This is an optimization exercise on Yosys and OpenROAD, whose aim is small area, not a production implementation.
In this exercise RTL edits were held to simulation tests only and were not proved equivalent to the original.
In runs 2 to 5 the design's own scripts or RTL, not TritonCTS, make the clock network.
The clock input has no modelled driver; a real chip could not lean on it and would need a root buffer or a full tree.
Power is estimated from default activity; no workload was simulated.

==> flow/design.v <==
module arkanoid_audio
(
	input                clk_48m,
	input                reset,       
	input          [9:0] sound_raw,   
	input                pause,
	input                vol_boost,
	output signed [15:0] sound
);
reg [8:0] div;
always @(posedge clk_48m) begin
	if(!reset)
		div <= 9'd0;
	else
		div <= div + 9'd1;
end
wire [7:0] t8 = div[7:0];
wire [3:0] mi = t8[3:0];           
wire [3:0] mk = t8[7:4];           
wire dw    = ~div[8] & (t8 >= 8'd1) & (t8 <= 8'd21);    
wire cw    = (t8 >= 8'd1) & (t8 <= 8'd12);              
wire mw    = t8[7] | t8[6];                             
wire j0    = (t8 == 8'd1);
wire jlt10 = (t8 >= 8'd1) & (t8 <= 8'd10);
wire jle10 = (t8 >= 8'd1) & (t8 <= 8'd11);
wire lpf_edge = (t8 == 8'd255);
reg vB;
always @(posedge clk_48m) begin
	if(!reset)
		vB <= 1'b0;
	else if(div == 9'd511)
		vB <= 1'b1;
end
wire vA = vB | div[8];
reg [31:0] er;      
reg [14:0] ar;      
reg [15:0] X;       
reg [14:0] S;       
reg        bsl;     
reg [10:0] y;       
reg  [2:0] dc;      
reg        mc;      
reg        cc;      
reg        sc;      
wire eE = er[10] & vB;                
wire eR = eE & jlt10;
wire ee = er[0] & vB & jlt10;         
wire eq = er[20] & vB & jle10;        
wire es = S[0] & jlt10;               
wire [2:0] dcin = j0 ? 3'd2 : dc;
wire [3:0] dsum = eE + eR + !ee + es + !eq + dcin;
always @(posedge clk_48m) begin
	dc <= dsum[3:1];
	er[30:10] <= er[31:11];
	er[8:0] <= er[9:1];
	er[9] <= dw ? dsum[0] : er[10];
	er[31] <= (dw & jlt10) ? eE : er[0];
end
wire cs = ar[0] & jlt10;
wire cq = er[20] & jle10;
wire ccin = j0 | cc;
wire xbit = cs ^ !cq ^ ccin;
wire Xo = X[0] & vB;
wire scin = !j0 & sc;
wire sbit = xbit ^ Xo ^ scin;
always @(posedge clk_48m) begin
	cc <= (cs & !cq) | (cs & ccin) | (!cq & ccin);
	sc <= (xbit & Xo) | (xbit & scin) | (Xo & scin);
	X <= {cw ? xbit : X[0], X[15:1]};
	S[14] <= cw ? sbit : S[0];
	S[13:10] <= S[14:11];
	S[9:0] <= (div == 9'd0) ? sound_raw : S[10:1];
	if(mi == 4'd15)
		bsl <= S[13];
end
reg yb;
always @(*) begin
	case(mk)
		4'd4:  yb = y[0];
		4'd5:  yb = y[1];
		4'd6:  yb = y[2];
		4'd7:  yb = y[3];
		4'd8:  yb = y[4];
		4'd9:  yb = y[5];
		4'd10: yb = y[6];
		4'd11: yb = y[7];
		4'd12: yb = y[8];
		4'd13: yb = y[9];
		default: yb = y[10];
	endcase
end
wire mg = vA & mw;
wire bs = bsl & mg;
wire by = yb & mg;
wire last = (mk == 4'd15);        
wire [15:0] cpos = (bs ? 16'd7278 : 16'd0) + (by ? 16'd18211 : 16'd0);
wire opb = cpos[mi] ^ last;
wire ma = ar[0];
wire mcin = (mi == 4'd0) ? last : mc;
wire msum = ma ^ opb ^ mcin;
wire ain = mw & ((mi == 4'd0) ? mc : msum);
always @(posedge clk_48m) begin
	mc <= (ma & opb) | (ma & mcin) | (opb & mcin);
	ar[14] <= ain;
	ar[13:12] <= ar[14:13];
	ar[11] <= !lpf_edge & ar[12];
	ar[10:1] <= lpf_edge ? sound_raw : ar[11:2];
	ar[0] <= ar[1];
	if(lpf_edge)
		y <= ar[14:4];
end
wire en = vA & !pause;
assign sound = !en ? 16'd0 : vol_boost ? {y, 5'd0} : {y[10], y, 4'd0};
endmodule
==> flow/flow/run.sh <==
#!/bin/bash
# Own layout flow: the standard ORFS flow (standard.sh) with three changes:
#  - synthesis without the full-adder extraction step and with the ABC area
#    script in flow/abc_area.script (registers are untouched by both);
#  - port buffers are sky130_fd_sc_hd__buf_1;
#  - CTS without dummy loads.
# The make output goes to flow_standard.log, each ORFS step to orfs/logs/.
set -euo pipefail
cd "$(dirname "${BASH_SOURCE[0]}")/.."
rm -rf scripts_custom
cp -r "$FLOW_HOME/scripts" scripts_custom
cp flow/abc_area.script scripts_custom/abc_area.script
export BUFFER_PORTS_ARGS="-buffer_cell sky130_fd_sc_hd__buf_1"
export CTS_ARGS="-sink_clustering_enable -repair_clock_nets -dont_use_dummy_load"
bash standard.sh "SCRIPTS_DIR=$PWD/scripts_custom" "ADDER_MAP_FILE=" finish > flow_standard.log 2>&1
==> flow/flow/abc_area.script <==
strash
&get -n
&deepsyn -T 30
&dch -f
&nf -R 1000 -p
&put
topo
dnsize -c
==> flow/standard.sh <==
#!/bin/bash
# synth_recipe.tcl (not shown) runs the flow's synth.tcl, then flattens the netlist and writes it again
# the make line also repeats each setting of config.mk as NAME=value (left out here)
make -C /OpenROAD-flow-scripts/flow DESIGN_CONFIG=/design/flow/config.mk WORK_HOME=/design/flow/orfs CLKGATE_MAP_FILE= SYNTH_SCRIPT=/design/flow/synth_recipe.tcl "${@:-finish}"
==> flow/config.mk <==
export PLATFORM = sky130hd
export DESIGN_NAME = arkanoid_audio
export DESIGN_NICKNAME = arkanoid_audio
export VERILOG_FILES = /design/flow/design.v
export SDC_FILE = /design/flow/constraint.sdc
export NUM_CORES = 4
export LEC_CHECK = 0
export ABC_AREA = 1
export CAP_MARGIN = 20
export CORE_MARGIN = 2
export CORE_UTILIZATION = 70
export PLACE_DENSITY = 0.75
export SLEW_MARGIN = 20
==> flow/constraint.sdc <==
create_clock -name core_clock -period 20.0 [get_ports {clk_48m}]
set_input_delay 4.0000 -clock core_clock [delete_from_list [all_inputs] [get_ports {clk_48m}]]
set_output_delay 4.0000 -clock core_clock [all_outputs]
set_load 0.01 [all_outputs]
==> results of run 1 <==
-- report_power, final --
| part | switching [mW] | internal, mW | leakage [nW] |
|---|---|---|---|
| Clock | 0.0573 | 0.0405 | 0.0647 |
| Combinational | 0.0118 | 0.00952 | 0.441 |
| Sequential | 0.0109 | 0.248 | 0.881 |
| Total | 0.0801 | 0.298 | 1.39 |
-- state kept, by name, indices dropped and copies added (netlist names) --
name and flops:
y 11, vB 1, div 9, ar 15, sc 1, er 32
cc 1, S 15, X 16, dc 3, bsl 1, mc 1
-- layout make-up --
cell class,count,area [um2],area share (%)
multi-input combinational,162,1050,29.1
inverter,5,18.8,0.521
tap,54,67.6,1.88
timing repair buffer,26,101,2.81
sequential,106,2240,62.2
clock buffer,9,124,3.44
-- final timing paths --
path         cells past startpoint  slack, ns  endpoint
max                              5      10.69  sound[5]
min                              0       0.31    er[26]
max reg2reg                     12      17.05     dc[1]
min reg2reg                      0       0.31    er[26]
-- cells in the final DEF (no fill, tap or decap), types with 4 or more instances in the layout --
master     n
dfxtp_1   94
mux2_1    20
xnor2_1    6
clkbuf_8   9
edfxtp_1  12
buf_1     25
a22o_1    10
nand2_1   20
and3_1     4
a31oi_1    4
clkinv_1   5
conb_1     4
nand3_1    5
nor2_1    17
nor2b_1    6
a21oi_1   15
nor3b_1    4
o21ai_0   12
-- stage by stage --
step | hold WS, ns | instances | util, % | power, mW | instance area, um2
floorplan | 0.310 | 277 | - | 0.276 | 3340
global placement | 0.311 | 353 | 74.6 | 0.283 | 3480
detailed placement | 0.312 | 353 | 74.6 | 0.285 | 3480
CTS | 0.313 | 362 | 77.3 | 0.382 | 3600
global route | 0.318 | 362 | 77.3 | 0.396 | 3600
finish | 0.310 | 362 | 77.3 | 0.378 | 3600
-- metal layers --
metal  global-route usage [%]  part of all wire [%]
met5                        0                     0
met4                     9.26                   1.7
met3                     8.29                   4.4
met2                     32.7                    45
met1                     29.8                    49
-- logic make-up after synthesis --
kind of cell / after synthesis / synth area share [%]
flip-flops: 106 / 67.4
AND/OR/NAND/NOR: 72 / 10.5
AO/OA/AOI/OAI: 56 / 11.0
multiplexers: 20 / 6.77
XOR/XNOR: 9 / 2.37
buffers and inverters: 9 / 1.47
adder cells (fa/ha/maj): 1 / 0.301
other: 1 / 0.113
-- cell usage after synthesis (5+ instances only) --
| cell type | number | area share (%) |
|---|---|---|
| nand3_1 | 5 | 0.75 |
| a21oi_1 | 15 | 2.3 |
| a22o_1 | 10 | 2.6 |
| edfxtp_1 | 12 | 11 |
| o21ai_0 | 12 | 1.8 |
| xnor2_1 | 6 | 1.6 |
| dfxtp_1 | 94 | 57 |
| nor2_1 | 18 | 2.0 |
| nor2b_1 | 6 | 1.1 |
| clkinv_1 | 5 | 0.56 |
| nand2_1 | 20 | 2.3 |
| mux2_1 | 20 | 6.8 |
-- worst register-to-register path: stages (launching register included) --
cell	delay, ns
dfxtp_1	0.41
nor4_1	0.63
nor3_1	0.12
and2_0	0.23
nand2_1	0.14
nor2_1	0.09
a22oi_1	0.23
o21ai_0	0.20
xnor2_1	0.25
nor2_1	0.09
a211o_1	0.29
nand2_1	0.08
xor2_1	0.14
==> summary.json, run 1 <==
{
  "status": {
    "status": "finished clean"
  },
  "floorplanning": {
    "die_width_um": 72.9,
    "ioPinCount": 30,
    "core-area_mm2": 0.00466,
    "initial_utilization_pct": 71.4,
    "std_cell_rows": 25,
    "floorplan.die_area_mm2": 0.00532,
    "die-height_um": 72.9
  },
  "yosys": {
    "synth.distinct_cells": 34,
    "yosys_most_used_dff": "dfxtp_1",
    "ys_async_sr_fraction_pct": 0,
    "synth-seq-cells": 106,
    "synth_edf_count": 12,
    "syn_inst": 274,
    "synth.cell_area_mm2": 0.00333,
    "syn_avg_cell_area_um2": 12.1,
    "ys_seq_area_share_pct": 67.4,
    "yosysWarnings": 1
  },
  "timing": {
    "fin_worst_skew_ns": 0.0258,
    "max_freq_mhz": 107,
    "rsz0062_at_grt": "false",
    "shortest_clock_period_the_worst_path_allows_after_layout_ns": 9.31,
    "max-slew-margin-rel_pct": 53.4,
    "setup_slack_after_layout_ns": 10.69,
    "finalSetupTns_ns": 0,
    "report.final.slew_viol_count": 0,
    "min_period_over_period_pct": 46.5,
    "worstMarginPinSlew_ns": 0.693,
    "setup_violations": 0,
    "final-hold-violation-count": 0
  },
  "cts": {
    "clkTransAtPathRegs_ns": 0.08,
    "tritoncts_clock_tree": "yes",
    "clock_latency_ns": 0.35,
    "sink_count_of_the_clock_tree": 106,
    "post_cts_buffers": 0,
    "clock-root-buffer": "clkbuf_8",
    "cts_hold_buf": 0,
    "cts-buffers-inserted": 9,
    "cts.path.max_buffers": 2,
    "postCtsResizedCells": 0,
    "clock_tree.htree_level_count": 3
  },
  "placed_design": {
    "place.detailed.hpwl_mm": 3.56,
    "port_buffers": 25,
    "dp_slack_ns": 10.71,
    "gpl.final_weighted_congestion": 0.868
  },
  "route": {
    "detail_route.wl_per_cell_um": 14.2,
    "detailedRoute.firstIterationViolations": 184,
    "totalWireLength_mm": 5.15,
    "drt_drc_violations_left": 0,
    "route.antenna.remaining_nets": 0,
    "vias_per_instance": 5.73,
    "vias": 2073,
    "drt_pass1_iterations": 4
  },
  "pwr": {
    "worst_ir_drop_vdd_mv": 0.0902,
    "p_per_area_mw_per_mm2": 105,
    "power.static_leakage_nw": 1.39
  },
  "global_route": {
    "grt_start_max_net_pins": 19,
    "global_route_wire_length_before_repair_mm": 8.76,
    "antenna_found_initial": 0,
    "number_of_global_route_vias_before_repair": 1889,
    "track_usage_pct": 22.3,
    "grt_overflow_total": 0
  },
  "setup_path": {
    "crit-reg2reg-launch": "div[1]",
    "cp-startpoint": "pause",
    "timing_worst_setup_path_type": "in -> out",
    "critical-path-top-delay-family": "simple AND/OR/NAND/NOR gates",
    "timing.critical_path.slowest_cell_delay_ns": 0.55,
    "cp_common_cell": "buf_1",
    "critical_path.endpoint_type": "output port",
    "slowest_stage": "nor2b_1",
    "crit_chain": "buf_1 > or2_0 > nor2b_1 > a22o_1 > buf_1",
    "critical_path.max_fanout": 10,
    "arrival_ns": 5.31,
    "worst-path-buf-inv": 2,
    "critPathRequiredTime_ns": 16.00,
    "crit_start_category": "primary input"
  },
  "cells_and_area": {
    "share_of_final_layout_standard_cells_stronger_than_drive_strength_1_pct": 3.57,
    "n_antenna_cell": 0,
    "layout_nets": 324,
    "areaGrowthSynthToFinish_pct": 8.31,
    "final.fill_count": 307
  },
  "worst_hold_path": {
    "min_from": "er[27]",
    "min-delay-path-class": "reg -> reg"
  },
  "run": {
    "drv_cap": 0
  }
}
==> inputs of run 2 (changes only) <==
==> flow/flow/run.sh (replaced) <==
#!/bin/bash
# Own layout flow: the standard ORFS flow (standard.sh) with these changes:
#  - synthesis without the full-adder extraction step and with the ABC area
#    script in flow/abc_area.script (registers are untouched by both);
#  - port buffers are sky130_fd_sc_hd__buf_1;
#  - clock tree: instead of TritonCTS, flow/manual_cts.tcl makes
#    MANUAL_CTS_K leaf buffers driven by the clock port, one per cluster of
#    flip-flops; the rest of the CTS step (legalisation, timing repair) is kept.
# The make output goes to flow_standard.log, each ORFS step to orfs/logs/.
set -euo pipefail
cd "$(dirname "${BASH_SOURCE[0]}")/.."
K=${MANUAL_CTS_K:-3}
B=${MANUAL_CTS_BUF:-sky130_fd_sc_hd__clkbuf_16}
rm -rf scripts_custom
cp -r "$FLOW_HOME/scripts" scripts_custom
cp flow/abc_area.script scripts_custom/abc_area.script
cp flow/manual_cts.tcl scripts_custom/manual_cts.tcl
sed -i "s|^log_cmd clock_tree_synthesis {\*}\$cts_args|source \$::env(SCRIPTS_DIR)/manual_cts.tcl; manual_cts $K $B|" scripts_custom/cts.tcl
grep -q "manual_cts $K" scripts_custom/cts.tcl
export BUFFER_PORTS_ARGS="-buffer_cell sky130_fd_sc_hd__buf_1"
bash standard.sh "SCRIPTS_DIR=$PWD/scripts_custom" "ADDER_MAP_FILE=" finish > flow_standard.log 2>&1
==> flow/flow/manual_cts.tcl (new file) <==
# Manual clock tree: the clock port drives MANUAL_CTS_K leaf buffers
# (MANUAL_CTS_BUF), each placed at the centroid of a cluster of flip-flops
# (k-means on the flip-flop locations) and driving that cluster's clock pins.
proc manual_cts { k bufname } {
  set block [ord::get_db_block]
  set db [ord::get_db]
  set port [$block findBTerm clk_48m]
  set clknet [$port getNet]
  set sinks {}
  foreach it [$clknet getITerms] {
    set inst [$it getInst]
    lassign [$inst getLocation] x y
    set m [$inst getMaster]
    set x [expr {$x + [$m getWidth] / 2}]
    set y [expr {$y + [$m getHeight] / 2}]
    lappend sinks [list $it $x $y]
  }
  set n [llength $sinks]
  # initial centers: spread along the sorted x+y order
  set sorted [lsort -real -index 1 $sinks]
  set centers {}
  for {set c 0} {$c < $k} {incr c} {
    set s [lindex $sorted [expr {int(($c + 0.5) * $n / $k)}]]
    lappend centers [list [lindex $s 1] [lindex $s 2]]
  }
  set cap [expr {int(ceil(double($n) / $k)) + 2}]
  for {set iter 0} {$iter < 30} {incr iter} {
    # capacity-limited assignment: nearest center with room, sinks in order of best distance
    set order {}
    foreach s $sinks {
      set best 1e18
      foreach c $centers { set d [expr {abs([lindex $s 1]-[lindex $c 0]) + abs([lindex $s 2]-[lindex $c 1])}]; if {$d < $best} {set best $d} }
      lappend order [list $s $best]
    }
    set order [lsort -real -index 1 $order]
    for {set c 0} {$c < $k} {incr c} { set cnt($c) 0; set grp($c) {} }
    foreach o $order {
      set s [lindex $o 0]
      set bc -1; set bd 1e18
      for {set c 0} {$c < $k} {incr c} {
        if {$cnt($c) >= $cap} continue
        set cc [lindex $centers $c]
        set d [expr {abs([lindex $s 1]-[lindex $cc 0]) + abs([lindex $s 2]-[lindex $cc 1])}]
        if {$d < $bd} {set bd $d; set bc $c}
      }
      incr cnt($bc); lappend grp($bc) $s
    }
    set centers {}
    for {set c 0} {$c < $k} {incr c} {
      set sx 0; set sy 0
      foreach s $grp($c) { set sx [expr {$sx + [lindex $s 1]}]; set sy [expr {$sy + [lindex $s 2]}] }
      set m [llength $grp($c)]
      if {$m == 0} {set m 1}
      lappend centers [list [expr {$sx / $m}] [expr {$sy / $m}]]
    }
  }
  set master [$db findMaster $bufname]
  for {set c 0} {$c < $k} {incr c} {
    set inst [odb::dbInst_create $block $master "clkbuf_manual_$c"]
    set net [odb::dbNet_create $block "clknet_manual_$c"]
    $net setSigType CLOCK
    set cc [lindex $centers $c]
    $inst setLocation [expr {int([lindex $cc 0] - [$master getWidth] / 2)}] [expr {int([lindex $cc 1] - [$master getHeight] / 2)}]
    $inst setPlacementStatus PLACED
    foreach s $grp($c) {
      set it [lindex $s 0]
      $it disconnect
      $it connect $net
    }
    [$inst findITerm A] connect $clknet
    [$inst findITerm X] connect $net
    puts "manual_cts: $bufname clkbuf_manual_$c drives [llength $grp($c)] sinks"
  }
  set_propagated_clock [all_clocks]
}
==> run 2 against run 1 <==
  * Largest cell class unchanged
  * Power decreased by 5.8%
  * Largest power group unchanged
  * Critical path type unchanged
  * Sequential power barely moved
  * Synthesized area is the same
  * Synthesized cell count is the same
  * Global-route usage decreased by 2.4 points
  * Fmax hardly changed
  * Die area stayed put
  * Sequential cell count stayed put
==> summary.json, run 2 <==
{
  "yosys": {
    "synth.most_common_cell": "dfxtp_1",
    "synth.cell_area": {"value": 0.00333, "unit": "mm2", "change": "unchanged"},
    "synth_edf_count": {"value": 12, "change": "unchanged"},
    "synth_area_leaders": "dfxtp_1, edfxtp_1, mux2_1",
    "synth_common_cells": "dfxtp_1, mux2_1, nand2_1",
    "synth.distinct_cells": {"value": 34, "change": "unchanged"},
    "syn_avg_cell_area": {"value": 12.1, "unit": "um2", "change": "unchanged"},
    "synth-seq-cells": {"value": 106, "change": "unchanged"},
    "yosys.area.top_type_share": {"value": 56.6, "unit": "%", "change": "unchanged"},
    "ys_async_sr_fraction": {"value": 0, "unit": "%", "change": "unchanged"},
    "yosysWarnings": {"value": 1, "change": "unchanged"},
    "yosys_most_used_dff": "dfxtp_1",
    "synth.largest_area_cell": "dfxtp_1",
    "syn_inst": {"value": 274, "change": "unchanged"},
    "ys_seq_area_share": {"value": 67.4, "unit": "%", "change": "unchanged"}
  },
  "pwr": {
    "power_frac_clock": {"value": 21.2, "unit": "%", "change": "-4.7 points"},
    "p_per_area": {"value": 100, "unit": "mW/mm2", "change": "-4.5%"},
    "sw_frac_of_total": {"value": 19.9, "unit": "%", "change": "-1.3 points"},
    "power_frac_comb": {"value": 6.1, "unit": "%", "change": "+0.5 points"},
    "seqPwrFrac": {"value": 72.7, "unit": "%", "change": "+4.2 points"},
    "netSwitchingPower": {"value": 0.0708, "unit": "mW", "change": "-12%"},
    "power.internal": {"value": 0.285, "unit": "mW", "change": "-4.2%"},
    "worst_ir_drop_vdd": {"value": 0.111, "unit": "mV", "change": "+23%"},
    "power.static_leakage": {"value": 1.36, "unit": "nW", "change": "-2.0%"}
  },
  "cts": {
    "post_cts_buffers": {"value": 0, "change": "unchanged"},
    "postCtsResizedCells": {"value": 0, "change": "unchanged"},
    "clock_latency": {"value": 0.18, "unit": "ns", "change": "-0.17 ns"},
    "clkTransAtPathRegs": {"value": 0.12, "unit": "ns", "change": "+0.04 ns"},
    "cts_hold_buf": {"value": 0, "change": "unchanged"}
  },
  "global_route": {
    "track_usage": {"value": 19.9, "unit": "%", "change": "-2.4 points"},
    "grt_overflow_total": {"value": 0, "change": "unchanged"},
    "global_route_wire_length_before_repair": {"value": 8.62, "unit": "mm", "change": "-1.6%"},
    "number_of_global_route_vias_before_repair": {"value": 1870, "change": "-1.0%"},
    "antenna_found_initial": {"value": 0, "change": "unchanged"},
    "grt_start_max_net_pins": {"value": 38, "change": "+19"}
  },
  "route": {
    "route.antenna.remaining_nets": {"value": 0, "change": "unchanged"},
    "vias_per_instance": {"value": 5.63, "change": "-1.7%"},
    "drt_pass1_iterations": {"value": 4, "change": "unchanged"},
    "vias": {"value": 2003, "change": "-3.4%"},
    "drt_drc_violations_left": {"value": 0, "change": "unchanged"},
    "detailedRoute.firstIterationViolations": {"value": 143, "change": "-22%"},
    "detail_route.wl_per_cell": {"value": 14.2, "unit": "um", "change": "about the same"},
    "totalWireLength": {"value": 5.06, "unit": "mm", "change": "-1.7%"}
  },
  "floorplanning": {
    "core-area": {"value": 0.00466, "unit": "mm2", "change": "unchanged"},
    "die_width": {"value": 72.9, "unit": "um", "change": "unchanged"},
    "die-height": {"value": 72.9, "unit": "um", "change": "unchanged"},
    "initial_utilization": {"value": 71.4, "unit": "%", "change": "unchanged"},
    "std_cell_rows": {"value": 25, "change": "unchanged"},
    "ioPinCount": {"value": 30, "change": "unchanged"},
    "floorplan.die_area": {"value": 0.00532, "unit": "mm2", "change": "unchanged"}
  },
  "timing": {
    "shortest_clock_period_the_worst_path_allows_after_layout": {"value": 9.30, "unit": "ns", "change": "-0.00500 ns"},
    "fin_worst_skew": {"value": 0.0171, "unit": "ns", "change": "-0.00864 ns"},
    "rsz0062_at_grt": "false",
    "setup_violations": {"value": 0, "change": "unchanged"},
    "max-slew-margin-rel": {"value": 53.7, "unit": "%", "change": "+0.25 points"},
    "max_freq": {"value": 108, "unit": "MHz", "change": "about the same"},
    "final-hold-violation-count": {"value": 0, "change": "unchanged"},
    "finalSetupTns": {"value": 0, "unit": "ns", "change": "unchanged"},
    "min_period_over_period": {"value": 46.5, "unit": "%", "change": "about the same"},
    "worstMarginPinSlew": {"value": 0.689, "unit": "ns", "change": "-0.00373 ns"},
    "report.final.slew_viol_count": {"value": 0, "change": "unchanged"}
  },
  "cells_and_area": {
    "postLayoutCellArea": {"value": 0.00355, "unit": "mm2", "change": "-1.4%"},
    "layout.cells.most_common": "dfxtp_1",
    "final_core_utilization": {"value": 76.2, "unit": "%", "change": "-1.0 points"},
    "final_cell_mix": "dfxtp_1, buf_1, nand2_1, mux2_1, nor2_1",
    "largest_register_ff_count": {"value": 32, "change": "unchanged"},
    "reg_top3": "er x32, X x16",
    "share_of_final_layout_standard_cells_stronger_than_drive_strength_1": {"value": 1.66, "unit": "%", "change": "-1.9 points"},
    "final.fill_count": {"value": 306, "change": "-0.33%"},
    "n_antenna_cell": {"value": 0, "change": "unchanged"},
    "layout_nets": {"value": 318, "change": "-1.9%"},
    "stdcell_count": {"value": 356, "change": "-1.7%"},
    "largest-register": "er",
    "areaGrowthSynthToFinish_pct": 6.85
  },
  "setup_path": {
    "crit-reg2reg-launch": "div[3]",
    "critical_path.max_fanout": {"value": 10, "change": "unchanged"},
    "timing.reg2reg.setup_slack": {"value": 17.04, "unit": "ns", "change": "about the same"},
    "arrival": {"value": 5.30, "unit": "ns", "change": "about the same"},
    "r2r.worst_path.cells": {"value": 12, "change": "unchanged"},
    "timing_worst_setup_path_type": "in -> out",
    "crit_start_category": "primary input",
    "critical_path.endpoint_type": "output port",
    "cp-startpoint": "pause",
    "capture_point_of_the_worst_path": "sound[5]",
    "crit-reg2reg-capture": "dc[1]",
    "critPathRequiredTime": {"value": 16.00, "unit": "ns", "change": "about the same"}
  },
  "placed_design": {
    "place_area": {"value": 0.00348, "unit": "mm2", "change": "unchanged"},
    "placedCellCount": {"value": 353, "change": "unchanged"},
    "gpl.final_weighted_congestion": {"value": 0.868, "change": "unchanged"},
    "place.detailed.hpwl": {"value": 3.56, "unit": "mm", "change": "unchanged"},
    "port_buffers": {"value": 25, "change": "unchanged"}
  },
  "run": {
    "drv_cap": {"value": 0, "change": "unchanged"}
  },
  "status": {
    "status": "finished clean"
  },
  "worst_hold_path": {
    "min-delay-path-class": "reg -> reg"
  }
}
[run 2: cell types whose count changed in the layout (fill, tap and decap cells not counted)]
cell       before  now
clkbuf_8        9    0
clkbuf_16       0    3
[run 2: kinds of logic (layout without fill, tap and decap cells)]
kind of cell             Yosys count  count (layout)  synth area share [%]
AO/OA/AOI/OAI                     56              56                  11.0
XOR/XNOR                           9               9                  2.37
adder cells (fa/ha/maj)            1               1                 0.301
buffers and inverters              9              34                  1.47
flip-flops                       106             106                  67.4
multiplexers                      20              20                  6.77
other                              1               4                 0.113
AND/OR/NAND/NOR                   72              72                  10.5
[run 2: stage by stage]
stage	power, mW	worst slack [ns]	hold WS, ns
global route	0.372	10.60	0.345
finish	0.356	10.70	0.332
detailed placement	0.285	10.71	0.312
global placement	0.283	10.81	0.311
CTS	0.359	10.71	0.337
floorplan	0.276	11.09	0.310
[run 2: cell type report]
class | instances | area, um2 | share of cell area [%]
buffer | 3 | 75.1 | 2.11
inverter | 5 | 18.8 | 0.528
multi-input combinational | 162 | 1050 | 29.5
sequential | 106 | 2240 | 63.1
tap | 54 | 67.6 | 1.90
timing repair buffer | 26 | 101 | 2.85
[run 2: worst max-delay path: stages]
cell     delay [ns]
buf_1          0.07
or2_0          0.26
nor2b_1        0.55
a22o_1         0.24
buf_1          0.17
[run 2: worst min path at each step]
stage / from / end / slack [ns] / cells after the start
2_1_floorplan: S[11] / S[10] / 0.31 / 0
3_3_place_gp: er[11] / er[10] / 0.31 / 0
3_5_place_dp: S[14] / S[13] / 0.31 / 0
4_1_cts: ar[1] / ar[0] / 0.34 / 0
5_1_grt: er[23] / er[22] / 0.35 / 0
6_report: ar[1] / ar[0] / 0.33 / 0
[run 2: per-layer routing]
layer	global-route usage [%]	vias to the layer above	share of wire, %
met5	0	-	0
met2	32.2	49	45
met4	1.85	0	0.75
met3	1.38	5	3.7
li1	-	1025	-
met1	30.8	924	51
[run 2: power groups by stage]
stage | clock network [mW] | registers [mW] | logic (mW)
final | 0.0755 | 0.259 | 0.0216
after CTS | 0.0767 | 0.260 | 0.0218
after global placement | 0 | 0.263 | 0.0205
after global routing | 0.0840 | 0.263 | 0.0248
after detailed placement | 0 | 0.264 | 0.0213
after floorplan | 0 | 0.259 | 0.0173
==> inputs of run 3 (changes only) <==
--- a/flow/design.v
+++ b/flow/design.v
@@ -37,10 +37,8 @@
 reg [15:0] X;       
 reg [14:0] S;       
-reg        bsl;     
+reg        sb;      
 reg [10:0] y;       
 reg  [2:0] dc;      
-reg        mc;      
 reg        cc;      
-reg        sc;      
 wire eE = er[10] & vB;                
 wire eR = eE & jlt10;
@@ -62,15 +60,17 @@
 wire xbit = cs ^ !cq ^ ccin;
 wire Xo = X[0] & vB;
-wire scin = !j0 & sc;
+wire scin = !j0 & sb;
 wire sbit = xbit ^ Xo ^ scin;
 always @(posedge clk_48m) begin
-	cc <= (cs & !cq) | (cs & ccin) | (!cq & ccin);
-	sc <= (xbit & Xo) | (xbit & scin) | (Xo & scin);
+	cc <= cw ? ((cs & !cq) | (cs & ccin) | (!cq & ccin))
+	         : ((ma & opb) | (ma & mcin) | (opb & mcin));
+	if(cw)
+		sb <= (xbit & Xo) | (xbit & scin) | (Xo & scin);
+	else if(mi == 4'd15)
+		sb <= S[13];
 	X <= {cw ? xbit : X[0], X[15:1]};
 	S[14] <= cw ? sbit : S[0];
 	S[13:10] <= S[14:11];
 	S[9:0] <= (div == 9'd0) ? sound_raw : S[10:1];
-	if(mi == 4'd15)
-		bsl <= S[13];
 end
 reg yb;
@@ -91,5 +91,5 @@
 end
 wire mg = vA & mw;
-wire bs = bsl & mg;
+wire bs = sb & mg;
 wire by = yb & mg;
 wire last = (mk == 4'd15);        
@@ -97,9 +97,8 @@
 wire opb = cpos[mi] ^ last;
 wire ma = ar[0];
-wire mcin = (mi == 4'd0) ? last : mc;
+wire mcin = (mi == 4'd0) ? last : cc;
 wire msum = ma ^ opb ^ mcin;
-wire ain = mw & ((mi == 4'd0) ? mc : msum);
+wire ain = mw & ((mi == 4'd0) ? cc : msum);
 always @(posedge clk_48m) begin
-	mc <= (ma & opb) | (ma & mcin) | (opb & mcin);
 	ar[14] <= ain;
 	ar[13:12] <= ar[14:13];
--- a/flow/config.mk
+++ b/flow/config.mk
@@ -7,7 +7,7 @@
 export LEC_CHECK = 0
 export ABC_AREA = 1
-export CAP_MARGIN = 20
+export CAP_MARGIN = 0
 export CORE_MARGIN = 2
 export CORE_UTILIZATION = 70
 export PLACE_DENSITY = 0.75
-export SLEW_MARGIN = 20
+export SLEW_MARGIN = 0
==> run 3 against run 2 <==
  * Clock skew down 0.0059 ns
  * Largest power group unchanged
  * Die area down 0.42%
  * Routed wire length up 2.4%
  * Final cell count down 0.28%
  * Clock power increased by 0.9%
==> summary.json, run 3 <==
{
  "cells_and_area": {
    "postLayoutCellArea": {"value": 0.00355, "unit": "mm2", "change": "-0.21%"},
    "layout.cells.most_common": "dfxtp_1",
    "share_of_final_layout_standard_cells_stronger_than_drive_strength_1": {"value": 1.99, "unit": "%", "change": "+0.34 points"},
    "largest-register": "er",
    "layout_nets": {"value": 317, "change": "-0.31%"},
    "n_antenna_cell": {"value": 0, "change": "unchanged"},
    "final_cell_mix": "dfxtp_1, buf_1, mux2_1",
    "stdcell_count": {"value": 355, "change": "-0.28%"},
    "areaGrowthSynthToFinish_pct": 7.11,
    "reg_top3": "er x32, X x16",
    "largest_register_ff_count": {"value": 32, "change": "unchanged"},
    "final.fill_count": {"value": 308, "change": "+0.65%"}
  },
  "setup_path": {
    "cp-startpoint": "pause",
    "timing.reg2reg.setup_slack": {"value": 16.74, "unit": "ns", "change": "-0.30 ns"},
    "timing.critical_path.slowest_cell_delay": {"value": 0.84, "unit": "ns", "change": "+0.29 ns"},
    "critPathRequiredTime": {"value": 16.00, "unit": "ns", "change": "about the same"},
    "critical-path-top-delay-family": "simple AND/OR/NAND/NOR gates",
    "cp_common_cell": "buf_1",
    "crit_start_category": "primary input",
    "crit-reg2reg-launch": "div[1]",
    "arrival": {"value": 5.36, "unit": "ns", "change": "+0.06 ns"},
    "worst-path-buf-inv": {"value": 2, "change": "unchanged"},
    "crit-reg2reg-capture": "dc[2]",
    "critical_path.max_fanout": {"value": 10, "change": "unchanged"},
    "critical_path.endpoint_type": "output port",
    "slowest_stage": "nor3b_1",
    "r2r.worst_path.cells": {"value": 13, "change": "+1"},
    "timing_worst_setup_path_type": "in -> out",
    "crit_chain": "buf_1 > nor3b_1 > a22o_1 > buf_1"
  },
  "pwr": {
    "power.internal": {"value": 0.298, "unit": "mW", "change": "+4.6%"},
    "sw_frac_of_total": {"value": 21.0, "unit": "%", "change": "+1.1 points"},
    "worst_ir_drop_vdd": {"value": 0.129, "unit": "mV", "change": "+16%"},
    "netSwitchingPower": {"value": 0.0794, "unit": "mW", "change": "+12%"},
    "seqPwrFrac": {"value": 71.9, "unit": "%", "change": "-0.8 points"},
    "power_frac_clock": {"value": 20.2, "unit": "%", "change": "-1.0 points"},
    "power_frac_comb": {"value": 7.9, "unit": "%", "change": "+1.8 points"},
    "power.static_leakage": {"value": 1.37, "unit": "nW", "change": "+1.1%"},
    "p_per_area": {"value": 107, "unit": "mW/mm2", "change": "+6.3%"}
  },
  "status": {
    "status": "finished clean"
  },
  "timing": {
    "max-slew-margin-rel": {"value": 28.4, "unit": "%", "change": "-25 points"},
    "setup_slack_after_layout": {"value": 10.64, "unit": "ns", "change": "-0.0622 ns"},
    "final-hold-violation-count": {"value": 0, "change": "unchanged"},
    "report.final.slew_viol_count": {"value": 0, "change": "unchanged"},
    "finalSetupTns": {"value": 0, "unit": "ns", "change": "unchanged"},
    "rsz0062_at_grt": "false",
    "fin_worst_skew": {"value": 0.0113, "unit": "ns", "change": "-0.00585 ns"},
    "max_freq": {"value": 107, "unit": "MHz", "change": "-0.66%"},
    "shortest_clock_period_the_worst_path_allows_after_layout": {"value": 9.36, "unit": "ns", "change": "+0.0622 ns"},
    "worstMarginPinSlew": {"value": 1.07, "unit": "ns", "change": "+0.377 ns"},
    "min_period_over_period": {"value": 46.8, "unit": "%", "change": "+0.31 points"},
    "setup_violations": {"value": 0, "change": "unchanged"}
  },
  "global_route": {
    "grt_overflow_total": {"value": 0, "change": "unchanged"},
    "grt_util_met1": {"value": 28.5, "unit": "%", "change": "-2.3 points"},
    "grtUsageMet3": {"value": 1.38, "unit": "%", "change": "unchanged"},
    "global_route_wire_length_before_repair": {"value": 8.42, "unit": "mm", "change": "-2.3%"},
    "grt_start_max_net_pins": {"value": 38, "change": "unchanged"},
    "global_routing_usage_on_met2": {"value": 33.9, "unit": "%", "change": "+1.7 points"},
    "gr-max-usage-layer": "met2",
    "number_of_global_route_vias_before_repair": {"value": 1817, "change": "-2.8%"},
    "antenna_found_initial": {"value": 0, "change": "unchanged"},
    "track_usage": {"value": 19.9, "unit": "%", "change": "about the same"}
  },
  "yosys": {
    "synth_edf_count": {"value": 12, "change": "unchanged"},
    "yosysWarnings": {"value": 1, "change": "unchanged"},
    "synth.cell_area": {"value": 0.00331, "unit": "mm2", "change": "-0.45%"},
    "synth.most_common_cell": "dfxtp_1",
    "yosys_most_used_dff": "dfxtp_1",
    "synth.largest_area_cell": "dfxtp_1",
    "synth.distinct_cells": {"value": 35, "change": "+2.9%"},
    "syn_avg_cell_area": {"value": 12.2, "unit": "um2", "change": "+0.28%"},
    "yosys.area.top_type_share": {"value": 55.6, "unit": "%", "change": "-0.95 points"},
    "synth-seq-cells": {"value": 104, "change": "-1.9%"},
    "ys_async_sr_fraction": {"value": 0, "unit": "%", "change": "unchanged"},
    "ys_seq_area_share": {"value": 66.5, "unit": "%", "change": "-0.90 points"},
    "synth_common_cells": "dfxtp_1, mux2_1, a21oi_1",
    "syn_inst": {"value": 272, "change": "-0.73%"},
    "synth_area_leaders": "dfxtp_1, edfxtp_1, mux2_1"
  },
  "route": {
    "route.antenna.remaining_nets": {"value": 0, "change": "unchanged"},
    "drt_pass1_iterations": {"value": 4, "change": "unchanged"},
    "detailedRoute.firstIterationViolations": {"value": 80, "change": "-44%"},
    "detail_route.wl_per_cell": {"value": 14.6, "unit": "um", "change": "+2.7%"},
    "drt_drc_violations_left": {"value": 0, "change": "unchanged"},
    "totalWireLength": {"value": 5.18, "unit": "mm", "change": "+2.4%"},
    "vias": {"value": 1968, "change": "-1.7%"},
    "vias_per_instance": {"value": 5.54, "change": "-1.5%"}
  },
  "cts": {
    "clkTransAtPathRegs": {"value": 0.11, "unit": "ns", "change": "about the same"},
    "post_cts_buffers": {"value": 0, "change": "unchanged"},
    "cts_hold_buf": {"value": 0, "change": "unchanged"},
    "postCtsResizedCells": {"value": 0, "change": "unchanged"},
    "clock_latency": {"value": 0.18, "unit": "ns", "change": "about the same"}
  },
  "floorplanning": {
    "floorplan.die_area": {"value": 0.00530, "unit": "mm2", "change": "-0.42%"},
    "die_width": {"value": 72.8, "unit": "um", "change": "-0.21%"},
    "std_cell_rows": {"value": 25, "change": "unchanged"},
    "die-height": {"value": 72.8, "unit": "um", "change": "-0.21%"},
    "ioPinCount": {"value": 30, "change": "unchanged"},
    "initial_utilization": {"value": 71.5, "unit": "%", "change": "+0.16 points"},
    "core-area": {"value": 0.00463, "unit": "mm2", "change": "-0.67%"}
  },
  "placed_design": {
    "place.detailed.hpwl": {"value": 3.56, "unit": "mm", "change": "about the same"},
    "gpl.final_weighted_congestion": {"value": 0.877, "change": "+0.98%"},
    "placedCellCount": {"value": 352, "change": "-0.28%"},
    "port_buffers": {"value": 25, "change": "unchanged"},
    "place_area": {"value": 0.00347, "unit": "mm2", "change": "-0.22%"},
    "dp_slack": {"value": 10.65, "unit": "ns", "change": "-0.0615 ns"}
  },
  "worst_hold_path": {
    "min_from": "er[19]",
    "hold_depth": {"value": 0, "change": "unchanged"},
    "min-delay-path-class": "reg -> reg",
    "worst_hold_path_ep": "er[18]"
  },
  "run": {
    "drv_cap": {"value": 0, "change": "unchanged"}
  }
}
[run 3: cell types whose count changed after synthesis, sizes merged, moves of 3 or more]
cell,delta
nand3,+4
nand2,-5
and2,+3
xor2,+3
nor2,-4
a21oi,+4
nor4,-3
[run 3: how the worst max path moves through the flow]
stage / end / slack (ns) / cells past startpoint
finish: sound[10] / 10.64 / 4
global route: sound[10] / 10.52 / 4
CTS: sound[10] / 10.66 / 4
detailed placement: sound[7] / 10.65 / 4
global placement: sound[6] / 10.77 / 4
floorplan: sound[10] / 11.06 / 2
[run 3: final cells by class]
type | instances | area [um2] | share of cell area, %
buffer | 3 | 75.1 | 2.12
inverter | 3 | 11.3 | 0.318
multi-input combinational | 164 | 1080 | 30.5
sequential | 104 | 2200 | 62.1
tap | 54 | 67.6 | 1.91
timing repair buffer | 27 | 109 | 3.07
[run 3: metrics by stage]
| stage | utilization (%) | total power [mW] | hold WS [ns] |
|---|---|---|---|
| global route | 76.6 | 0.394 | 0.346 |
| CTS | 76.6 | 0.380 | 0.339 |
| floorplan | - | 0.294 | 0.310 |
| detailed placement | 75.0 | 0.306 | 0.312 |
| global placement | 75.0 | 0.304 | 0.311 |
| finish | 76.6 | 0.378 | 0.338 |
[run 3: cells by family (layout without fill, tap and decap cells)]
group           count (synthesis)  in the layout  synth area share (%)
flops                         104            104                  66.5
other cells                     1              4                 0.113
buf+inv                         7             33                  1.25
compound gates                 55             55                  10.5
mux                            21             21                  7.11
xor+xnor                       10             10                  2.65
simple gates                   72             72                  11.2
fa+ha+maj                       2              2                 0.605
[run 3: routing by layer]
layer	vias to the layer above	part of all wire (%)
met3	5	2.1
met1	923	49
met4	0	1.5
li1	1016	-
met5	-	0
met2	24	47
[run 3: power groups by stage]
stage	registers (mW)	logic (mW)	clock network, mW
finish	0.272	0.0300	0.0762
global route	0.276	0.0341	0.0839
CTS	0.273	0.0302	0.0771
detailed placement	0.276	0.0297	0
global placement	0.275	0.0294	0
floorplan	0.270	0.0236	0
==> inputs of run 4 (changes only) <==
--- a/flow/config.mk
+++ b/flow/config.mk
@@ -7,7 +7,7 @@
 export LEC_CHECK = 0
 export ABC_AREA = 1
-export CAP_MARGIN = 0
+export CAP_MARGIN = 20
 export CORE_MARGIN = 2
 export CORE_UTILIZATION = 70
 export PLACE_DENSITY = 0.75
-export SLEW_MARGIN = 0
+export SLEW_MARGIN = 20
==> run 4 against run 3 <==
  * Fmax did not move
  * Via count did not move
  * First-iteration DRC count did not move
  * Clock power barely moved
  * Synthesized cell count did not move
  * Combinational power barely moved
  * Routed wire length did not move
  * Largest cell class unchanged
  * Largest power group unchanged
==> summary.json, run 4 <==
{
  "global_route": {
    "antenna_found_initial": {"value": 0, "change": "unchanged"},
    "grt_start_max_net_pins": {"value": 38, "change": "unchanged"},
    "track_usage": {"value": 19.9, "unit": "%", "change": "unchanged"},
    "number_of_global_route_vias_before_repair": {"value": 1817, "change": "unchanged"},
    "grt_overflow_total": {"value": 0, "change": "unchanged"},
    "global_route_wire_length_before_repair": {"value": 8.42, "unit": "mm", "change": "unchanged"}
  },
  "cts": {
    "postCtsResizedCells": {"value": 0, "change": "unchanged"},
    "post_cts_buffers": {"value": 0, "change": "unchanged"},
    "clock_latency": {"value": 0.18, "unit": "ns", "change": "about the same"},
    "clkTransAtPathRegs": {"value": 0.11, "unit": "ns", "change": "about the same"},
    "cts_hold_buf": {"value": 0, "change": "unchanged"}
  },
  "pwr": {
    "p_per_area": {"value": 107, "unit": "mW/mm2", "change": "unchanged"},
    "worst_ir_drop_vdd": {"value": 0.129, "unit": "mV", "change": "unchanged"},
    "power.static_leakage": {"value": 1.37, "unit": "nW", "change": "unchanged"}
  },
  "yosys": {
    "synth-seq-cells": {"value": 104, "change": "unchanged"},
    "ys_seq_area_share": {"value": 66.5, "unit": "%", "change": "unchanged"},
    "synth.largest_area_cell": "dfxtp_1",
    "synth.distinct_cells": {"value": 35, "change": "unchanged"},
    "ys_async_sr_fraction": {"value": 0, "unit": "%", "change": "unchanged"},
    "synth.most_common_cell": "dfxtp_1",
    "synth.cell_area": {"value": 0.00331, "unit": "mm2", "change": "unchanged"},
    "syn_inst": {"value": 272, "change": "unchanged"},
    "yosys.area.top_type_share": {"value": 55.6, "unit": "%", "change": "unchanged"},
    "synth_area_leaders": "dfxtp_1, edfxtp_1, mux2_1",
    "synth_edf_count": {"value": 12, "change": "unchanged"},
    "yosys_most_used_dff": "dfxtp_1",
    "syn_avg_cell_area": {"value": 12.2, "unit": "um2", "change": "unchanged"},
    "synth_common_cells": "dfxtp_1, mux2_1, a21oi_1",
    "yosysWarnings": {"value": 1, "change": "unchanged"}
  },
  "setup_path": {
    "crit-reg2reg-capture": "dc[2]",
    "timing.critical_path.slowest_cell_delay": {"value": 0.84, "unit": "ns", "change": "about the same"},
    "crit-reg2reg-launch": "div[1]",
    "timing.reg2reg.setup_slack": {"value": 16.74, "unit": "ns", "change": "about the same"},
    "crit_chain": "buf_1 > nor3b_1 > a22o_1 > buf_1",
    "timing_worst_setup_path_type": "in -> out",
    "critical_path.max_fanout": {"value": 10, "change": "unchanged"},
    "arrival": {"value": 5.36, "unit": "ns", "change": "about the same"},
    "r2r.worst_path.cells": {"value": 13, "change": "unchanged"},
    "critPathRequiredTime": {"value": 16.00, "unit": "ns", "change": "about the same"},
    "crit_start_category": "primary input",
    "slowest_stage": "nor3b_1",
    "critical_path.endpoint_type": "output port",
    "cp_common_cell": "buf_1"
  },
  "floorplanning": {
    "core-area": {"value": 0.00463, "unit": "mm2", "change": "unchanged"},
    "die-height": {"value": 72.8, "unit": "um", "change": "unchanged"},
    "ioPinCount": {"value": 30, "change": "unchanged"},
    "std_cell_rows": {"value": 25, "change": "unchanged"},
    "floorplan.die_area": {"value": 0.00530, "unit": "mm2", "change": "unchanged"},
    "initial_utilization": {"value": 71.5, "unit": "%", "change": "unchanged"},
    "die_width": {"value": 72.8, "unit": "um", "change": "unchanged"}
  },
  "placed_design": {
    "place_area": {"value": 0.00347, "unit": "mm2", "change": "unchanged"},
    "port_buffers": {"value": 25, "change": "unchanged"},
    "place.detailed.hpwl": {"value": 3.56, "unit": "mm", "change": "unchanged"},
    "gpl.final_weighted_congestion": {"value": 0.877, "change": "unchanged"}
  },
  "cells_and_area": {
    "layout.cells.most_common": "dfxtp_1",
    "final.fill_count": {"value": 308, "change": "unchanged"},
    "n_antenna_cell": {"value": 0, "change": "unchanged"},
    "largest-register": "er",
    "share_of_final_layout_standard_cells_stronger_than_drive_strength_1": {"value": 1.99, "unit": "%", "change": "unchanged"},
    "largest_register_ff_count": {"value": 32, "change": "unchanged"},
    "reg_top3": "er x32, X x16",
    "final_cell_mix": "dfxtp_1, buf_1, mux2_1",
    "areaGrowthSynthToFinish": {"value": 7.11, "unit": "%", "change": "unchanged"},
    "postLayoutCellArea": {"value": 0.00355, "unit": "mm2", "change": "unchanged"},
    "layout_nets": {"value": 317, "change": "unchanged"}
  },
  "timing": {
    "max-slew-margin-rel": {"value": 28.4, "unit": "%", "change": "unchanged"},
    "report.final.slew_viol_count": {"value": 0, "change": "unchanged"},
    "max_freq": {"value": 107, "unit": "MHz", "change": "unchanged"},
    "min_period_over_period": {"value": 46.8, "unit": "%", "change": "unchanged"},
    "finalHoldWorstSlack": {"value": 0.338, "unit": "ns", "change": "unchanged"},
    "rsz0062_at_grt": "false",
    "worstMarginPinSlew": {"value": 1.07, "unit": "ns", "change": "unchanged"},
    "shortest_clock_period_the_worst_path_allows_after_layout": {"value": 9.36, "unit": "ns", "change": "unchanged"},
    "final-hold-violation-count": {"value": 0, "change": "unchanged"},
    "finalSetupTns": {"value": 0, "unit": "ns", "change": "unchanged"},
    "fin_worst_skew": {"value": 0.0113, "unit": "ns", "change": "unchanged"},
    "setup_violations": {"value": 0, "change": "unchanged"}
  },
  "route": {
    "vias_per_instance": {"value": 5.54, "change": "unchanged"},
    "totalWireLength": {"value": 5.18, "unit": "mm", "change": "unchanged"},
    "route.antenna.remaining_nets": {"value": 0, "change": "unchanged"},
    "detail_route.wl_per_cell": {"value": 14.6, "unit": "um", "change": "unchanged"},
    "detailedRoute.firstIterationViolations": {"value": 80, "change": "unchanged"},
    "drt_pass1_iterations": {"value": 4, "change": "unchanged"},
    "vias": {"value": 1968, "change": "unchanged"},
    "drt_drc_violations_left": {"value": 0, "change": "unchanged"}
  },
  "status": {
    "status": "finished clean"
  },
  "worst_hold_path": {
    "min_from": "er[19]",
    "worst_hold_path_ep": "er[18]",
    "hold_depth": {"value": 0, "change": "unchanged"},
    "min-delay-path-class": "reg -> reg"
  },
  "run": {
    "drv_cap": {"value": 0, "change": "unchanged"}
  }
}
[run 4: cell counts after synthesis]
Identical to the previous run, type by type.
[run 4: report_power, final]
group	internal [mW]	switching, mW	leakage (nW)
clock	0.0281	0.0481	0.0370
combinational	0.0138	0.0162	0.458
sequential	0.257	0.0151	0.879
total	0.298	0.0794	1.37
[run 4: worst max-delay path by stage]
stage                     start   endpoint  slack [ns]  cells past startpoint
after floorplan           pause  sound[10]       11.06                      2
after detailed placement  pause   sound[7]       10.65                      4
after global placement    pause   sound[6]       10.77                      4
after CTS                 pause  sound[10]       10.66                      4
final                     pause  sound[10]       10.64                      4
after global routing      pause  sound[10]       10.52                      4
[run 4: logic make-up after synthesis]
group | Yosys count | synth area share, %
flops | 104 | 66.5
simple gates | 72 | 11.2
compound gates | 55 | 10.5
mux | 21 | 7.11
xor+xnor | 10 | 2.65
buf+inv | 7 | 1.25
fa+ha+maj | 2 | 0.605
other cells | 1 | 0.113
[run 4: routing by layer]
| layer | part of all wire, % | vias to the layer above | global-route usage [%] | routed length [um] |
|---|---|---|---|---|
| met3 | 2.1 | 5 | 1.38 | 111 |
| met1 | 49 | 923 | 28.5 | 2540 |
| met2 | 47 | 24 | 33.9 | 2450 |
| li1 | - | 1016 | - | - |
| met4 | 1.5 | 0 | 3.50 | 80 |
| met5 | 0 | - | 0 | 0 |
[run 4: through the flow]
stage / setup WS [ns] / util, % / total power, mW / std cells
4_1_cts: 10.66 / 76.6 / 0.380 / 355
2_1_floorplan: 11.06 / - / 0.294 / 275
3_5_place_dp: 10.65 / 75.0 / 0.306 / 352
6_report: 10.64 / 76.6 / 0.378 / 355
3_3_place_gp: 10.77 / 75.0 / 0.304 / 352
5_1_grt: 10.52 / 76.6 / 0.394 / 355
[run 4: cell type report]
class	instances	area [um2]	share of cell area, %
sequential	104	2200	62.1
multi-input combinational	164	1080	30.5
timing repair buffer	27	109	3.07
buffer	3	75.1	2.12
tap	54	67.6	1.91
inverter	3	11.3	0.318
[run 4: critical path, delay by kind of cell]
| family | cells | cell delay, ns |
|---|---|---|
| compound gates | 1 | 0.27 |
| buf+inv | 2 | 0.26 |
| simple gates | 1 | 0.84 |
==> inputs of run 5 (changes only) <==
--- a/flow/design.v
+++ b/flow/design.v
@@ -72,5 +72,5 @@
 	S[14] <= cw ? sbit : S[0];
 	S[13:10] <= S[14:11];
-	S[9:0] <= (div == 9'd0) ? sound_raw : S[10:1];
+	S[9:0] <= (t8 == 8'd0) ? sound_raw : S[10:1];    
 end
 reg yb;
@@ -103,5 +103,5 @@
 	ar[14] <= ain;
 	ar[13:12] <= ar[14:13];
-	ar[11] <= !lpf_edge & ar[12];
+	ar[11] <= ar[12];
 	ar[10:1] <= lpf_edge ? sound_raw : ar[11:2];
 	ar[0] <= ar[1];
==> run 5 against run 4 <==
  * Power grew 2.4%
  * Synthesized cell count grew 2.6%
  * Routed wire length grew 5.4%
  * Final area grew 0.46%
  * Die area grew 0.69%
  * Critical path type unchanged
  * Largest cell class unchanged
  * Highest routed layer unchanged
==> summary.json, run 5 <==
{
  "setup_path": {
    "worst-path-buf-inv": {"value": 2, "change": "unchanged"},
    "critical_path.max_fanout": {"value": 10, "change": "unchanged"},
    "timing.critical_path.slowest_cell_delay": {"value": 0.57, "unit": "ns", "change": "-0.27 ns"},
    "critPathRequiredTime": {"value": 16.00, "unit": "ns", "change": "about the same"},
    "slowest_stage": "nor2b_1",
    "critical-path-top-delay-family": "simple AND/OR/NAND/NOR gates",
    "critical_path.endpoint_type": "output port",
    "crit_chain": "buf_1 > or2_0 > nor2b_1 > a22o_1 > buf_1",
    "crit_start_category": "primary input",
    "cp_common_cell": "buf_1",
    "arrival": {"value": 5.31, "unit": "ns", "change": "-0.05 ns"},
    "timing_worst_setup_path_type": "in -> out"
  },
  "yosys": {
    "synth-seq-cells": {"value": 104, "change": "unchanged"},
    "synthXorXnorAreaFrac": {"value": 2.63, "unit": "%", "change": "-0.019 points"},
    "syn_avg_cell_area": {"value": 12.0, "unit": "um2", "change": "-1.8%"},
    "synth_top_family_by_area": "simple AND/OR/NAND/NOR gates",
    "synth.cell_area": {"value": 0.00333, "unit": "mm2", "change": "+0.72%"},
    "ys_async_sr_fraction": {"value": 0, "unit": "%", "change": "unchanged"},
    "synth.most_common_cell": "dfxtp_1",
    "synth_compound_gate_area_share": {"value": 10.7, "unit": "%", "change": "+0.11 points"},
    "ys_seq_area_share": {"value": 66.0, "unit": "%", "change": "-0.47 points"},
    "synth_common_cells": "dfxtp_1, mux2_1, nand2_1",
    "yosys.area.top_type_share": {"value": 55.2, "unit": "%", "change": "-0.40 points"},
    "synth.largest_area_cell": "dfxtp_1",
    "simple_gate_share_of_the_synthesized_area": {"value": 12.3, "unit": "%", "change": "+1.1 points"},
    "synth_area_leaders": "dfxtp_1, edfxtp_1, mux2_1",
    "synth_edf_count": {"value": 12, "change": "unchanged"},
    "yosys_most_used_dff": "dfxtp_1",
    "synth.distinct_cells": {"value": 34, "change": "-2.9%"},
    "syn_inst": {"value": 279, "change": "+2.6%"},
    "synthMuxAreaShare": {"value": 7.09, "unit": "%", "change": "-0.013 points"},
    "yosysWarnings": {"value": 1, "change": "unchanged"},
    "synth_adder_area_share": {"value": 0, "unit": "%", "change": "-0.60 points"}
  },
  "pwr": {
    "power.static_leakage": {"value": 1.37, "unit": "nW", "change": "-0.28%"},
    "power_frac_clock": {"value": 19.3, "unit": "%", "change": "-0.9 points"},
    "power_frac_comb": {"value": 9.3, "unit": "%", "change": "+1.4 points"},
    "worst_ir_drop_vdd": {"value": 0.114, "unit": "mV", "change": "-12%"},
    "p_per_area": {"value": 109, "unit": "mW/mm2", "change": "+1.9%"},
    "netSwitchingPower": {"value": 0.0833, "unit": "mW", "change": "+4.9%"},
    "seqPwrFrac": {"value": 71.3, "unit": "%", "change": "-0.6 points"},
    "power.internal": {"value": 0.304, "unit": "mW", "change": "+1.7%"},
    "sw_frac_of_total": {"value": 21.5, "unit": "%", "change": "+0.52 points"}
  },
  "timing": {
    "final-hold-violation-count": {"value": 0, "change": "unchanged"},
    "finalHoldWorstSlack": {"value": 0.335, "unit": "ns", "change": "-0.00278 ns"},
    "min_period_over_period": {"value": 46.6, "unit": "%", "change": "-0.26 points"},
    "fin_worst_skew": {"value": 0.0149, "unit": "ns", "change": "+0.00364 ns"},
    "max_freq": {"value": 107, "unit": "MHz", "change": "+0.55%"},
    "rsz0062_at_grt": "false",
    "setup_violations": {"value": 0, "change": "unchanged"},
    "report.final.slew_viol_count": {"value": 0, "change": "unchanged"},
    "finalSetupTns": {"value": 0, "unit": "ns", "change": "unchanged"},
    "worstMarginPinSlew": {"value": 0.700, "unit": "ns", "change": "-0.366 ns"},
    "max-slew-margin-rel": {"value": 53.2, "unit": "%", "change": "+25 points"},
    "shortest_clock_period_the_worst_path_allows_after_layout": {"value": 9.31, "unit": "ns", "change": "-0.0517 ns"}
  },
  "route": {
    "totalWireLength": {"value": 5.46, "unit": "mm", "change": "+5.4%"},
    "drt_drc_violations_left": {"value": 0, "change": "unchanged"},
    "detailedRoute.firstIterationViolations": {"value": 117, "change": "+46%"},
    "drt_pass1_iterations": {"value": 4, "change": "unchanged"},
    "vias": {"value": 2075, "change": "+5.4%"},
    "route.antenna.remaining_nets": {"value": 0, "change": "unchanged"},
    "vias_per_instance": {"value": 5.75, "change": "+3.7%"},
    "detail_route.wl_per_cell": {"value": 15.1, "unit": "um", "change": "+3.6%"}
  },
  "cells_and_area": {
    "final_cell_mix": "dfxtp_1, buf_1, nand2_1, mux2_1, a21oi_1",
    "layout.cells.most_common": "dfxtp_1",
    "share_of_final_layout_standard_cells_stronger_than_drive_strength_1": {"value": 1.63, "unit": "%", "change": "-0.36 points"},
    "final.fill_count": {"value": 310, "change": "+0.65%"},
    "areaGrowthSynthToFinish_pct": 6.83,
    "reg_top3": "er x32, X x16",
    "register_area": {"value": 0.00220, "unit": "mm2", "change": "unchanged"},
    "layout_nets": {"value": 323, "change": "+1.9%"},
    "multi_input_comb_area": {"value": 0.00111, "unit": "mm2", "change": "+2.5%"},
    "largest_register_ff_count": {"value": 32, "change": "unchanged"},
    "largest-register": "er",
    "final_core_utilization": {"value": 76.4, "unit": "%", "change": "-0.17 points"},
    "stdcell_count": {"value": 361, "change": "+1.7%"},
    "n_antenna_cell": {"value": 0, "change": "unchanged"}
  },
  "worst_hold_path": {
    "min-delay-path-class": "reg -> reg"
  },
  "cts": {
    "post_cts_buffers": {"value": 0, "change": "unchanged"},
    "postCtsResizedCells": {"value": 0, "change": "unchanged"},
    "clock_latency": {"value": 0.17, "unit": "ns", "change": "about the same"},
    "clkTransAtPathRegs": {"value": 0.10, "unit": "ns", "change": "about the same"},
    "cts_hold_buf": {"value": 0, "change": "unchanged"}
  },
  "floorplanning": {
    "std_cell_rows": {"value": 25, "change": "unchanged"},
    "floorplan.die_area": {"value": 0.00533, "unit": "mm2", "change": "+0.69%"},
    "initial_utilization": {"value": 71.5, "unit": "%", "change": "about the same"},
    "core-area": {"value": 0.00466, "unit": "mm2", "change": "+0.68%"},
    "die-height": {"value": 73.0, "unit": "um", "change": "+0.34%"},
    "die_width": {"value": 73.0, "unit": "um", "change": "+0.34%"},
    "ioPinCount": {"value": 30, "change": "unchanged"}
  },
  "placed_design": {
    "placedCellCount": {"value": 358, "change": "+1.7%"},
    "port_buffers": {"value": 25, "change": "unchanged"},
    "gpl.final_weighted_congestion": {"value": 0.808, "change": "-7.8%"},
    "place.detailed.hpwl": {"value": 3.88, "unit": "mm", "change": "+9.1%"}
  },
  "run": {
    "drv_cap": {"value": 0, "change": "unchanged"}
  },
  "global_route": {
    "global_route_wire_length_before_repair": {"value": 8.67, "unit": "mm", "change": "+2.9%"},
    "number_of_global_route_vias_before_repair": {"value": 1874, "change": "+3.1%"},
    "antenna_found_initial": {"value": 0, "change": "unchanged"},
    "grt_start_max_net_pins": {"value": 38, "change": "unchanged"},
    "track_usage": {"value": 20.6, "unit": "%", "change": "+0.68 points"},
    "grt_overflow_total": {"value": 0, "change": "unchanged"}
  },
  "status": {
    "status": "finished clean"
  }
}
## run 5: cell count changes in the layout (fill, tap and decap cells not counted), sizes merged, moves of 2 or more
| cell | previous run | this run |
|---|---|---|
| a22oi | 3 | 0 |
| and3 | 3 | 5 |
| maj3 | 2 | 0 |
| nand2 | 15 | 21 |
| nand2b | 0 | 5 |
| nand3 | 9 | 6 |
| nand4 | 3 | 1 |
| nor2 | 14 | 16 |
| nor2b | 7 | 11 |
| nor3b | 6 | 3 |
| nor4 | 0 | 2 |
## run 5: kinds of logic (layout without fill, tap and decap cells)
group           count (synthesis)  after routing
flops                         104            104
simple gates                   82             82
compound gates                 55             55
other cells                     1              4
buf+inv                         6             31
xor+xnor                       10             10
mux                            21             21
## run 5: per-layer routing
metal  GRT usage (%)  wire length [um]  share of wire [%]  up-vias
met1            30.6              2550                 47      990
met5               0                 0                  0        -
met4            3.09                68                1.2        0
li1                -                 -                  -     1033
met2            34.0              2590                 48       46
met3            1.24               249                4.6        6
## run 5: area by class of cell
type / instances / area share, %
Inverter: 2 / 0.211
Timing Repair Buffer: 26 / 2.85
Sequential cell: 104 / 61.8
Multi-Input combinational cell: 172 / 31.1
Buffer: 3 / 2.11
Tap cell: 54 / 1.90
## run 5: path summary, 6_finish.rpt
path / from / to / slack, ns / cells after the start
setup / recovery: pause / sound[8] / 10.69 / 5
hold / removal: er[17] / er[16] / 0.34 / 0
setup reg to reg: div[4] / dc[2] / 17.26 / 12
hold reg to reg: er[17] / er[16] / 0.34 / 0
## run 5: metrics by stage
stage | area (um2) | setup slack, ns | total power, mW
6_report | 3560 | 10.69 | 0.387
5_1_grt | 3560 | 10.57 | 0.405
4_1_cts | 3560 | 10.70 | 0.390
3_5_place_dp | 3490 | 10.71 | 0.317
3_3_place_gp | 3490 | 10.80 | 0.313
2_1_floorplan | 3350 | 11.09 | 0.302
## run 5: power by group through the flow
stage / clock, mW / combinational, mW / sequential, mW
floorplan: 0 / 0.0287 / 0.274
global placement: 0 / 0.0343 / 0.279
detailed placement: 0 / 0.0357 / 0.281
CTS: 0.0771 / 0.0363 / 0.277
global route: 0.0831 / 0.0409 / 0.281
finish: 0.0748 / 0.0362 / 0.276

-- re-timing with driven ports --
Ports are ideal in the flow. The routed layouts listed here were re-timed in OpenROAD.
Step 1, drivers: a clkbuf_16 drives clk_48m and a buf_2 each remaining input, both assumed.
Step 2 times the ports against the registers' clock, not the clock port: input delays grow and output delays shrink by t, the midpoint of the rising clock arrivals with the driver on.
a / b / c = ideal / step 1 / step 2; a / b = the first two.
run | shift t [ns] | slack for setup (ns) | worst setup path after step 2
run 1 | 0.368 | 10.695 / 10.674 / 10.674 | input to output
run 2 | 0.229 | 10.700 / 10.679 / 10.679 | input to output
run 3 | 0.230 | 10.638 / 10.616 / 10.616 | input to output
run 4 | 0.230 | 10.638 / 10.616 / 10.616 | input to output
run 5 | 0.226 | 10.689 / 10.664 / 10.664 | input to output
After both steps setup and hold are still met in every run listed. For run 5, which loses most, drivers alone change the setup slack by -0.025 ns; drivers and shift together by -0.025 ns.
